This design comes from an exercise in tuning for small area on the open sky130 flow, not from production work.
Where RTL was checked, it was by simulation tests only, not by an equivalence proof against the original.
Power and IR drop assume default switching activity.

==> inputs of branch cedar <==
## decodeAndMap
module decodeAndMap(drawX, drawY, drawColour, WE, resetn, clock, shapeselect, inputColour, vs_n, rotateX, rotateY, rotateZ, invert, pitch, roll, yaw, doneShape);
export LEC_CHECK = 0
export CAP_MARGIN = 30
export CORE_MARGIN = 2
export CORE_UTILIZATION = 40
export CTS_BUF_LIST = sky130_fd_sc_hd__clkbuf_8
export SLEW_MARGIN = 20
create_clock -name core_clock -period 12.0 [get_ports {clock}]
run.sh (not shown) runs the stock make flow with config.mk's settings and CLKGATE_MAP_FILE= SYNTH_SCRIPT=/design/flow/synth_recipe.tcl, a recipe that flattens the netlist after the stock synthesis.
==> branch lagoon: changes against branch cedar <==
CTS_BUF_LIST = unset   (was sky130_fd_sc_hd__clkbuf_8)
==> branch delta: changes against branch cedar <==
CTS_BUF_LIST = sky130_fd_sc_hd__clkbuf_4   (was sky130_fd_sc_hd__clkbuf_8)
==> qor summary <==
quantity                                                                                branch lagoon               branch delta                      branch cedar
Signed area change from the synthesized netlist to the final layout                             15.9%                      14.6%                             14.8%
Period utilisation layout                                                                       49.6%                      50.0%                             49.6%
Data arrival time of the worst path                                                           3550 ps                    3600 ps                           3550 ps
Switch share                                                                                    21.3%                      23.1%                             22.4%
End of the worst hold path                                                             rx[17]$_DFF_P_             ry[34]$_DFF_P_                    rz[14]$_DFF_P_
Skew final                                                                                    29.2 ps                    99.9 ps                           56.9 ps
Via count                                                                                       15.1k                      15.7k                             15.3k
Run status                                                                    complete, no violations    complete, no violations           complete, no violations
Fraction of final layout cells with drive strength greater than 1                               7.24%                      13.3%                             8.64%
Capture point of the worst path                                                         drawColour[2]                         WE                     drawColour[2]
1st-pass router iterations                                                                          6                          5                                 6
Most used cell along the critical path                               sky130_fd_sc_hd__clkdlybuf4s50_1   sky130_fd_sc_hd__o21ai_0  sky130_fd_sc_hd__clkdlybuf4s50_1
Number of global-route vias before repair                                                       14.9k                      15.8k                             15.2k
Antenna diode count                                                                                 0                          1                                 0
Total combinational power                                                                  0.000165 W                 0.000166 W                        0.000166 W
Register share of the cell area                                                                 52.5%                      53.1%                             53.0%
Detailed-route wire length per cell                                                           15.9 um                    15.4 um                           15.7 um
Buffer cell driving the clock tree root                                    sky130_fd_sc_hd__clkbuf_16  sky130_fd_sc_hd__clkbuf_4         sky130_fd_sc_hd__clkbuf_8
Post-layout instance area                                                                   27300 um2                  27000 um2                         27000 um2
Final period demand of the worst path                                                         5950 ps                    6000 ps                           5950 ps
Level count of the clock H-tree                                                                     3                          4                                 3

==> inputs of trial 93 <==
Another version of the RTL of decodeAndMap (not shown whole).
// decodeAndMap
module decodeAndMap(drawX, drawY, drawColour, WE, resetn, clock, shapeselect, inputColour, vs_n, rotateX, rotateY, rotateZ, invert, pitch, roll, yaw, doneShape);
    input clock, resetn, vs_n, invert, rotateX, rotateY, rotateZ;
    input [1:0] shapeselect;
    input [2:0] inputColour;
    output [8:0] drawX, drawY;
    output [2:0] drawColour;
    output WE;
    output [7:0] pitch, roll, yaw;
    output doneShape;
    function [12:0] rca;
        input [11:0] a, b;
        input ci;
        integer k;
        reg c;
        begin
            c = ci;
            for (k = 0; k < 12; k = k + 1) begin
                rca[k] = a[k] ^ b[k] ^ c;
                c = (a[k] & b[k]) | (a[k] & c) | (b[k] & c);
            end
            rca[12] = c;
        end
    endfunction
    localparam S_CLEAR = 4'd0, S_PAIR = 4'd1, S_W1 = 4'd2, S_C1 = 4'd3, S_W2 = 4'd4,
               S_C2 = 4'd5, S_NEG = 4'd6, S_SWP = 4'd7, S_DRAW = 4'd8, S_ROTW = 4'd9,
               S_ROT = 4'd10, S_WAIT = 4'd11, S_WAIT2 = 4'd12, S_DONE = 4'd13;
    reg [3:0] st;
    reg [1:0] shp;
    reg lvs_n;
    wire restart = ~resetn | (shapeselect != shp);
    reg [3:0] bi, wi;
    wire bend = (bi == 4'd15);
    wire wend = (wi == 4'd11);
    reg load;
    reg [191:0] rx, ry, rz;
    reg [3:0] ea, eb;
    wire [2:0] vbit;
    wire edge_ab;
    shapeTypeLUT lut(shp, wi, bi, ea, eb, vbit, edge_ab);
    wire [12:0] bi_inc = rca({8'd0, bi}, 12'd0, 1'b1);
  ...
export LEC_CHECK = 0
export CAP_MARGIN = 30
export CORE_MARGIN = 2
export CORE_UTILIZATION = 40
export CTS_BUF_LIST = sky130_fd_sc_hd__clkbuf_4 sky130_fd_sc_hd__clkbuf_8 sky130_fd_sc_hd__clkbuf_16
export CTS_CLUSTER_DIAMETER = 100
export CTS_CLUSTER_SIZE = 30
export SLEW_MARGIN = 20
create_clock -name core_clock -period 12.0 [get_ports {clock}]
==> build 34 (differences from trial 93) <==
--- a/flow/design.v
+++ b/flow/design.v
@@ -42,38 +42,23 @@
     wire [3:0] nw = wend ? 4'd0 : wi_inc[3:0];
     wire [12:0] ea_inc = rca({8'd0, ea}, 12'd0, 1'b1);
     wire [12:0] eb_inc = rca({8'd0, eb}, 12'd0, 1'b1);
     wire [12:0] ea_inc2 = rca({8'd0, ea}, 12'd1, 1'b1);
     wire eb_last = (eb == 4'd11);
     wire pair_last = eb_last & (ea == 4'd10);
     reg [2:0] rs;         
-    reg [1:0] wax;        
     reg win;              
+    reg wen;              
     reg sa, sb;           
     reg [1:0] cA, cB;     
     reg coA, coB;         
     wire odd = rs[2] | (rs[1] & rs[0]);
     wire head = (wi[0] == odd);
-    reg a0, a2, a6, a11, b0, b2, b6, b11;
-    always @(*) begin
-        case (wax)
-            2'd0: begin
-                a0 = ry[0]; a2 = ry[2]; a6 = ry[6]; a11 = ry[11];
-                b0 = rz[0]; b2 = rz[2]; b6 = rz[6]; b11 = rz[11];
-            end
-            2'd1: begin
-                a0 = rz[0]; a2 = rz[2]; a6 = rz[6]; a11 = rz[11];
-                b0 = rx[0]; b2 = rx[2]; b6 = rx[6]; b11 = rx[11];
-            end
-            default: begin
-                a0 = rx[0]; a2 = rx[2]; a6 = rx[6]; a11 = rx[11];
-                b0 = ry[0]; b2 = ry[2]; b6 = ry[6]; b11 = ry[11];
-            end
-        endcase
-    end
+    wire a0 = ry[0], a2 = ry[2], a6 = ry[6], a11 = ry[11];
+    wire b0 = rz[0], b2 = rz[2], b6 = rz[6], b11 = rz[11];
     wire lt2 = ~bi[3] & ~bi[2] & ~bi[1];
     wire lt6 = ~bi[3] & ~(bi[2] & bi[1]);
     wire qA1 = head ? b0 : sb;
     wire qA4 = head ? (~lt2 & b2) : (lt2 ? b2 : sb);
     wire qA64 = head ? (~lt6 & b6) : (lt6 ? b6 : sb);
     wire pA = head ? a0 : sa;
     wire qB1 = head ? a0 : sa;
@@ -86,31 +71,25 @@
     wire i11 = head & (bi == 4'd11);
     wire [1:0] cinA = i0 ? {1'b1, nA} : cA;
     wire [1:0] cinB = i0 ? {1'b1, nB} : cB;
     wire oA1 = qA64 ^ nA, oA2 = ~(qA4 ^ nA), oA3 = qA1 ^ nA, oA4 = ~pA;
     wire oB1 = qB64 ^ nB, oB2 = ~(qB4 ^ nB), oB3 = qB1 ^ nB, oB4 = ~pB;
     wire sA1 = oA1 ^ oA2 ^ oA3, kA1 = (oA1 & oA2) | (oA1 & oA3) | (oA2 & oA3);
     wire sA2 = sA1 ^ oA4 ^ cinA[0], kA2 = (sA1 & oA4) | (sA1 & cinA[0]) | (oA4 & cinA[0]);
-    wire dA = sA2;
+    wire dA = sA2 & wen;
     wire [1:0] cAn = {kA1 & (kA2 | cinA[1]) | (kA2 & cinA[1]), kA1 ^ kA2 ^ cinA[1]};
     wire sB1 = oB1 ^ oB2 ^ oB3, kB1 = (oB1 & oB2) | (oB1 & oB3) | (oB2 & oB3);
     wire sB2 = sB1 ^ oB4 ^ cinB[0], kB2 = (sB1 & oB4) | (sB1 & cinB[0]) | (oB4 & cinB[0]);
-    wire dB = sB2;
+    wire dB = sB2 & wen;
     wire [1:0] cBn = {kB1 & (kB2 | cinB[1]) | (kB2 & cinB[1]), kB1 ^ kB2 ^ cinB[1]};
     wire oinA = ~i11 & coA;
     wire oinB = ~i11 & coB;
     wire nbA = a11 ^ dA ^ oinA, coAn = (a11 & dA) | (a11 & oinA) | (dA & oinA);
     wire nbB = b11 ^ dB ^ oinB, coBn = (b11 & dB) | (b11 & oinB) | (dB & oinB);
     wire wact = win & (head ? (bi[3] & (bi[2] | (bi[1] & bi[0]))) : ~(bi[3] & (bi[2] | (bi[1] & bi[0]))));
-    wire wrx = wact & (wax[1] | wax[0]);
-    wire wry = wact & ~wax[0];
-    wire wrz = wact & ~wax[1];
-    wire nbx = wax[1] ? nbA : nbB;
-    wire nby = wax[1] ? nbB : nbA;
-    wire nbz = wax[0] ? nbA : nbB;
     wire [2:0] rs_n = wend ? rs + 3'd1 : rs;
     wire odd_n = rs_n[2] | (rs_n[1] & rs_n[0]);
     wire next_head = (nw[0] == odd_n);
     wire [1:0] ax_n = (rs_n == 3'd0 || rs_n == 3'd3) ? 2'd0 : ((rs_n == 3'd1 || rs_n == 3'd4) ? 2'd1 : 2'd2);
     wire en_n = (ax_n == 2'd0) ? rotateX : ((ax_n == 2'd1) ? rotateY : rotateZ);
     reg [7:0] rp, rr, ry8;
     reg cp, cr, cy;
@@ -156,17 +135,17 @@
     wire [12:0] pxs = rca({3'd0, PX}, {3'd0, {9{~xinc & drawing}}}, xinc | ~drawing);
     wire [12:0] pys = rca({3'd0, PY}, 12'd0, 1'b1);
     wire [12:0] nds = rca({3'd0, N}, 12'h1ff, 1'b0);
     wire hit1 = (bi == 4'd3) & ((wi == ea) | (wi == eb));
     wire hit2 = (bi == 4'd3) & (wi == (fb ? ea : eb));
     always @(posedge clock) begin
         lvs_n <= vs_n;
-        rx <= {rx[190:12], wrx ? nbx : rx[11], rx[10:1], load ? vbit[2] : rx[0], rx[191]};
-        ry <= {ry[190:12], wry ? nby : ry[11], ry[10:1], load ? vbit[1] : ry[0], ry[191]};
-        rz <= {rz[190:12], wrz ? nbz : rz[11], rz[10:1], load ? vbit[0] : rz[0], rz[191]};
+        rx <= {rx[190:12], wact ? nbA : rx[11], rx[10:1], load ? vbit[2] : rx[0], rx[191]};
+        ry <= {ry[190:12], wact ? nbB : ry[11], ry[10:1], load ? vbit[1] : ry[0], ry[191]};
+        rz <= {rz[190:12], wact ? rx[11] : rz[11], rz[10:1], load ? vbit[0] : rz[0], rz[191]};
         if (head & bend) begin
             sa <= a0;
             sb <= b0;
         end
         cA <= cAn;
         cB <= cBn;
         coA <= coAn;
@@ -308,24 +287,24 @@
                         if (~ge | minor) PY <= pys[8:0];
                     end
                 end
                 S_ROTW: begin
                     if (bend & wend) begin
                         st <= S_ROT;
                         rs <= 3'd0;
-                        win <= rotateX;
-                        wax <= 2'd0;
+                        win <= 1'b1;
+                        wen <= rotateX;
                     end
                 end
                 S_ROT: begin
                     if (bend) begin
                         rs <= rs_n;
                         if (next_head) begin
-                            win <= (rs_n <= 3'd5) & en_n;
-                            wax <= ax_n;
+                            win <= (rs_n <= 3'd5);
+                            wen <= en_n;
                         end else if (!head)
                             win <= 1'b0;
                         if (rs_n == 3'd6 && nw == 4'd1)
                             st <= S_WAIT;
                     end
                 end
                 S_WAIT: begin
Settings changed: CORE_UTILIZATION 40 to 60.
==> summary of the runs <==
- Routed wire length: build 34 is lower than trial 93 (3.8%).
- Clock skew: trial 93 is lower than build 34 (2.8 ps).
- Of build 34 and trial 93, trial 93 has the higher synthesized cell count (gap 1.9%, measured against trial 93).
- Of build 34 and trial 93, trial 93 has the higher first-iteration DRC count (gap about 12%, measured against trial 93).
- In fmax, trial 93 and build 34 hardly differ.
- Synthesized area: build 34 is smaller than trial 93 (1.2%).
- Clock power is about the same in build 34 and trial 93.
- In hold slack, trial 93 and build 34 hardly differ.
- Of trial 93 and build 34, trial 93 has the higher via count (gap about 3%, measured against build 34).
- Of build 34 and trial 93, build 34 has the higher global-route usage (gap 5.8 points).
No functional check of the RTL was part of trial 93.

==> 10-12 <==
decodeAndMap, a different RTL version from the one above (not shown whole).
Settings: LEC_CHECK=0, CAP_MARGIN=30, CORE_MARGIN=2, CORE_UTILIZATION=70, CTS_BUF_LIST=sky130_fd_sc_hd__clkbuf_16, CTS_CLUSTER_DIAMETER=100, CTS_CLUSTER_SIZE=30, SLEW_MARGIN=20; clock period 12.0 ns.
==> inputs of 11-02, as changes to 10-12 <==
--- a/flow/design.v
+++ b/flow/design.v
@@ -28,30 +28,33 @@
     reg [1:0] shp;
     reg lvs_n;
     wire restart = ~resetn | (shapeselect != shp);
     reg [3:0] bi, wi;
     wire bend = (bi == 4'd15);
     wire wend = (wi == 4'd11);
     reg load;
     reg [191:0] rx, ry, rz;
-    reg [3:0] ea, eb;
+    reg [7:0] pq;
+    wire [3:0] ea = {pq[5], pq[6], pq[0], pq[4]};
+    wire [3:0] eb = {pq[3], pq[7], pq[2], pq[1]};
     wire [2:0] vbit;
     wire edge_ab;
     shapeTypeLUT lut(shp, wi, bi, ea, eb, vbit, edge_ab);
     wire [12:0] bi_inc = rca({8'd0, bi}, 12'd0, 1'b1);
     wire [12:0] wi_inc = rca({8'd0, wi}, 12'd0, 1'b1);
     wire [3:0] nw = wend ? 4'd0 : wi_inc[3:0];
-    wire [7:0] pc_inc = {ea[2:0], eb, ea[3] ^ ea[1] ^ ea[0] ^ eb[3]};
-    wire pair_last = ({ea, eb} == 8'h80);
+    wire [7:0] pc_inc = {pq[6:0], pq[7] ^ pq[5] ^ pq[4] ^ pq[1]};
+    wire pair_last = (pq == 8'h80);
     reg [2:0] rs;         
     reg win;              
     reg wen;              
-    wire sa, sb, coA, coB;
-    wire [1:0] cA, cB;
+    reg sa, sb;           
+    reg [1:0] cA, cB;     
+    reg coA, coB;         
     wire odd = rs[2] | (rs[1] & rs[0]);
     wire head = (wi[0] == odd);
     wire a0 = ry[0], a2 = ry[2], a6 = ry[6], a11 = ry[11];
     wire b0 = rz[0], b2 = rz[2], b6 = rz[6], b11 = rz[11];
     wire lt2 = ~bi[3] & ~bi[2] & ~bi[1];
     wire lt6 = ~bi[3] & ~(bi[2] & bi[1]);
     wire qA1 = head ? b0 : sb;
     wire qA4 = head ? (~lt2 & b2) : (lt2 ? b2 : sb);
@@ -83,38 +86,33 @@
     wire nbB = b11 ^ dB ^ oinB, coBn = (b11 & dB) | (b11 & oinB) | (dB & oinB);
     wire wact = win & (head ? (bi[3] & (bi[2] | (bi[1] & bi[0]))) : ~(bi[3] & (bi[2] | (bi[1] & bi[0]))));
     wire [2:0] rs_n = wend ? rs + 3'd1 : rs;
     wire odd_n = rs_n[2] | (rs_n[1] & rs_n[0]);
     wire next_head = (nw[0] == odd_n);
     wire [1:0] ax_n = (rs_n == 3'd0 || rs_n == 3'd3) ? 2'd0 : ((rs_n == 3'd1 || rs_n == 3'd4) ? 2'd1 : 2'd2);
     wire en_n = (ax_n == 2'd0) ? rotateX : ((ax_n == 2'd1) ? rotateY : rotateZ);
     reg [7:0] rp, rr, ry8;
-    wire cc;
+    reg cc;
     wire upd0 = (st == S_ROT) & (rs == 3'd0) & ~wi[3] & ~wi[2] & ~wi[1];
     wire updP = upd0 & ~wi[0] & ~bi[3];
     wire updR = upd0 & ~wi[0] & bi[3];
     wire updY = upd0 & wi[0] & ~bi[3];
     wire lsb = (bi[2:0] == 3'd0);
     wire cen = (updP & rotateX) | (updR & rotateY) | (updY & rotateZ);
     wire csrc = updP ? rp[0] : (updR ? rr[0] : ry8[0]);
     wire co = cen & invert;
     wire ci = cen & (lsb ? ~invert : cc);
     wire csum = csrc ^ co ^ ci;
-    wire ccn = (csrc & co) | (csrc & ci) | (co & ci);
     assign pitch = rp;
     assign roll = rr;
     assign yaw = ry8;
     reg [8:0] PX, PY, K, M, N;
     reg [9:0] H;
-    assign {cc, coB, coA, cB, cA} = H[6:0];
-    assign {sb, sa} = N[1:0];
-    wire rot = (st == S_ROT);
-    reg bx, by;
-    wire fb = rs[0], ltx = rs[1], lty = rs[2], ge = wen;
+    reg ltx, lty, ge, bx, by, fb;
     wire tx = rx[0], ty = ry[0];
     wire [8:0] Ex = {rx[0], rx[1], rx[2], rx[3], rx[4], rx[5], rx[6], rx[7], rx[8]};
     wire [8:0] Ey = {ry[0], ry[1], ry[2], ry[3], ry[4], ry[5], ry[6], ry[7], ry[8]};
     wire wEx = Ex[8] | (Ex[7] & Ex[6] & (Ex[5] | Ex[4] | (Ex[3] & (Ex[2] | Ex[1]))));    
     wire wSx = PX[8] | (PX[7] & PX[6] & (PX[5] | PX[4] | (PX[3] & (PX[2] | PX[1]))));
     wire wEy = Ey[8] | (Ey[7] & Ey[6] & Ey[5] & Ey[4] & (Ey[3] | Ey[2] | Ey[1]));       
     wire wSy = PY[8] | (PY[7] & PY[6] & PY[5] & PY[4] & (PY[3] | PY[2] | PY[1]));
     wire dxb = tx ^ K[0] ^ bx, bxn = (~tx & K[0]) | (~(tx ^ K[0]) & bx);
@@ -144,24 +142,30 @@
     wire cwin = bi[3] ? ~bi[2] : (bi[2] | (bi[1] & bi[0]));
     wire hit1 = cwin & (mA | mB);
     wire hit2 = cwin & (fb ? mA : mB);
     always @(posedge clock) begin
         lvs_n <= vs_n;
         rx <= {rx[190:12], wact ? nbA : rx[11], rx[10:1], load ? vbit[2] : rx[0], rx[191]};
         ry <= {ry[190:12], wact ? nbB : ry[11], ry[10:1], load ? vbit[1] : ry[0], ry[191]};
         rz <= {rz[190:12], wact ? rx[11] : rz[11], rz[10:1], load ? vbit[0] : rz[0], rz[191]};
-        H[9:7] <= (st == S_SWP) ? {hb, H[9:8]} : asum[9:7];
-        H[6:0] <= rot ? {ccn, coBn, coAn, cBn, cAn} : ((st == S_SWP) ? H[7:1] : asum[6:0]);
-        N[8:2] <= ((st == S_SWP) & ~swp9) ? {mjb, N[8:3]} : nds[8:2];
-        N[1:0] <= rot ? ((head & bend) ? {b0, a0} : {sb, sa}) :
-                  (((st == S_SWP) & ~swp9) ? N[2:1] : nds[1:0]);
+        if (head & bend) begin
+            sa <= a0;
+            sb <= b0;
+        end
+        H <= (st == S_SWP) ? {hb, H[9:1]} : asum[9:0];
+        N <= ((st == S_SWP) & ~swp9) ? {mjb, N[8:1]} : nds[8:0];
+        cA <= cAn;
+        cB <= cBn;
+        coA <= coAn;
+        coB <= coBn;
         rp <= {(updP ? csum : rp[0]) & ~load, rp[7:1]};
         rr <= {(updR ? csum : rr[0]) & ~load, rr[7:1]};
         ry8 <= {(updY ? csum : ry8[0]) & ~load, ry8[7:1]};
+        cc <= (csrc & co) | (csrc & ci) | (co & ci);
         bx <= 1'b0;
         by <= 1'b0;
         if (restart) begin
             st <= S_CLEAR;
             shp <= shapeselect;
             bi <= 4'd0;
             wi <= 4'd0;
             load <= 1'b1;
@@ -173,70 +177,69 @@
             if (bend) wi <= nw;
             if (load & bend & wend) load <= 1'b0;
             case (st)
                 S_CLEAR: begin
                     if (PX == 9'd159) begin
                         PX <= 9'd352;
                         if (PY == 9'd119) begin
                             st <= S_PAIR;
-                            ea <= 4'd0;
-                            eb <= 4'd1;
+                            pq <= 8'h01;
                         end else
                             PY <= pys[8:0];
                     end else
                         PX <= pxs[8:0];
                 end
                 S_PAIR: begin
                     if (edge_ab) begin
                         if (bi == 4'd2) st <= S_W1;
                     end
                     else if (pair_last)
                         st <= S_ROTW;
                     else
-                        {ea, eb} <= pc_inc;
+                        pq <= pc_inc;
                 end
                 S_W1: begin
                     if (hit1) begin
                         K <= {tx, K[8:1]};
                         M <= {ty, M[8:1]};
-                        rs[0] <= mB;
+                        fb <= mB;
                         if (bi == 4'd11) begin
                             PX <= Ex;
                             PY <= Ey;
                             st <= S_W2;
                         end
                     end
                 end
                 S_W2: begin
                     if (hit2) begin
                         K <= {dxb, K[8:1]};
                         M <= {dyb, M[8:1]};
                         bx <= bxn;
                         by <= byn;
                         if (bi == 4'd11) begin
-                            rs[1] <= ltx_n;
-                            rs[2] <= lty_n;
+                            ltx <= ltx_n;
+                            lty <= lty_n;
                             if (lty_n) begin
                                 PX <= Ex;
                                 PY <= Ey;
                             end
                             bx <= 1'b0;
                             by <= 1'b0;
-                            wen <= 1'b1;
+                            ge <= 1'b1;
                             st <= S_NEG;
                         end
                     end
                 end
                 S_NEG: begin
                     K <= {nkb, K[8:1]};
                     M <= {nmb, M[8:1]};
                     bx <= bx | K[0];
                     by <= by | M[0];
-                    if (nkb ^ nmb) wen <= nkb;
+                    if (nkb ^ nmb) ge <= nkb;
                     if (bi == 4'd4) begin
                         bx <= 1'b0;
                         st <= S_SWP;
                     end
                 end
                 S_SWP: begin
                     if (~swp9) begin
                         K <= {dkb, K[8:1]};
@@ -247,17 +250,17 @@
                     if (swp9) st <= S_DRAW;
                 end
                 S_DRAW: begin
                     if (&N) begin
                         if (pair_last)
                             st <= S_ROTW;
                         else begin
                             st <= S_PAIR;
-                            {ea, eb} <= pc_inc;
+                            pq <= pc_inc;
                         end
                     end else begin
                         if (ge | minor) PX <= pxs[8:0];
                         if (~ge | minor) PY <= pys[8:0];
                     end
                 end
                 S_ROTW: begin
                     if (bend & wend) begin
- CORE_UTILIZATION: 70 -> 75
==> comparison table <==
Wire length of the first global-routing pass: 11-02 61900 um; 10-12 59900 um
Synth unique cells: 11-02 80; 10-12 79
Flop and latch count out of synthesis: 11-02 699; 10-12 686
Outcome: 11-02 timing/DRC/antenna clean; 10-12 timing/DRC/antenna clean
Number of nets produced by synthesis: 11-02 1594; 10-12 1616
Proportion of cell area occupied by multi-input gates: 11-02 0.224; 10-12 0.234
Die X-Extent: 11-02 166 um; 10-12 172 um
Share of total power in combinational logic: 11-02 0.042; 10-12 0.067
Count of mapped cells out of synthesis: 11-02 1513; 10-12 1535
R2R depth: 11-02 15; 10-12 18
Data arrival time of the worst path: 11-02 3.51 ns; 10-12 3.53 ns
NetSw: 11-02 0.798 mW; 10-12 0.846 mW
Compound-cell area share of the yosys netlist: 11-02 0.0775; 10-12 0.0828
Sequential Power Share: 11-02 0.665; 10-12 0.638
Final Critical Period: 11-02 5.91 ns; 10-12 5.93 ns
Simple-gate share of the synthesized area: 11-02 0.0742; 10-12 0.0791
Post-Syn Area: 11-02 19800 um2; 10-12 19700 um2
Cell leakage power: 11-02 8.49 nW; 10-12 8.41 nW
Mean instance size in the synthesized netlist: 11-02 13.1 um2; 10-12 12.8 um2
Setup slack of the worst register-to-register path: 11-02 6.78 ns; 10-12 6.94 ns
No run of this note included a check of the RTL's function; only the layout flow was run.

port drivers added, routing unchanged:
The results above use ideal ports. As a check the final layouts listed here were re-extracted and re-timed, cells and wires unchanged.
Step 1: set_driving_cell puts a clkbuf_16 on clock and a buf_2 on each other input, an assumption about the parent block.
Step 2 adds t to the input delays and takes it off the output delays; t is the mean of the earliest and latest rising clock arrival at the registers after step 1. Input paths then give back, and output paths get back, about the clock's delay inside the block.
Slacks: ideal / step 1 / step 2; pairs: ideal / step 1.
run | shift t [ns] | setup slack, ns | worst setup path at the end
branch cedar | 0.736 | 6.054 / 6.029 / 6.029 | input to output
branch lagoon | 0.647 | 6.050 / 6.025 / 6.025 | input to output
branch delta | 0.949 | 5.999 / 5.946 / 6.031 | input to output
trial 93 | 0.635 | 6.115 / 6.087 / 6.087 | input to output
build 34 | 0.636 | 6.118 / 6.089 / 6.089 | input to output
10-12 | 0.630 | 6.071 / 6.038 / 6.038 | input to output
11-02 | 0.642 | 6.086 / 6.054 / 6.054 | input to output
After both steps setup and hold are still met in every run listed. For 10-12, which loses most, drivers alone change the setup slack by -0.033 ns; drivers and shift together by -0.033 ns.
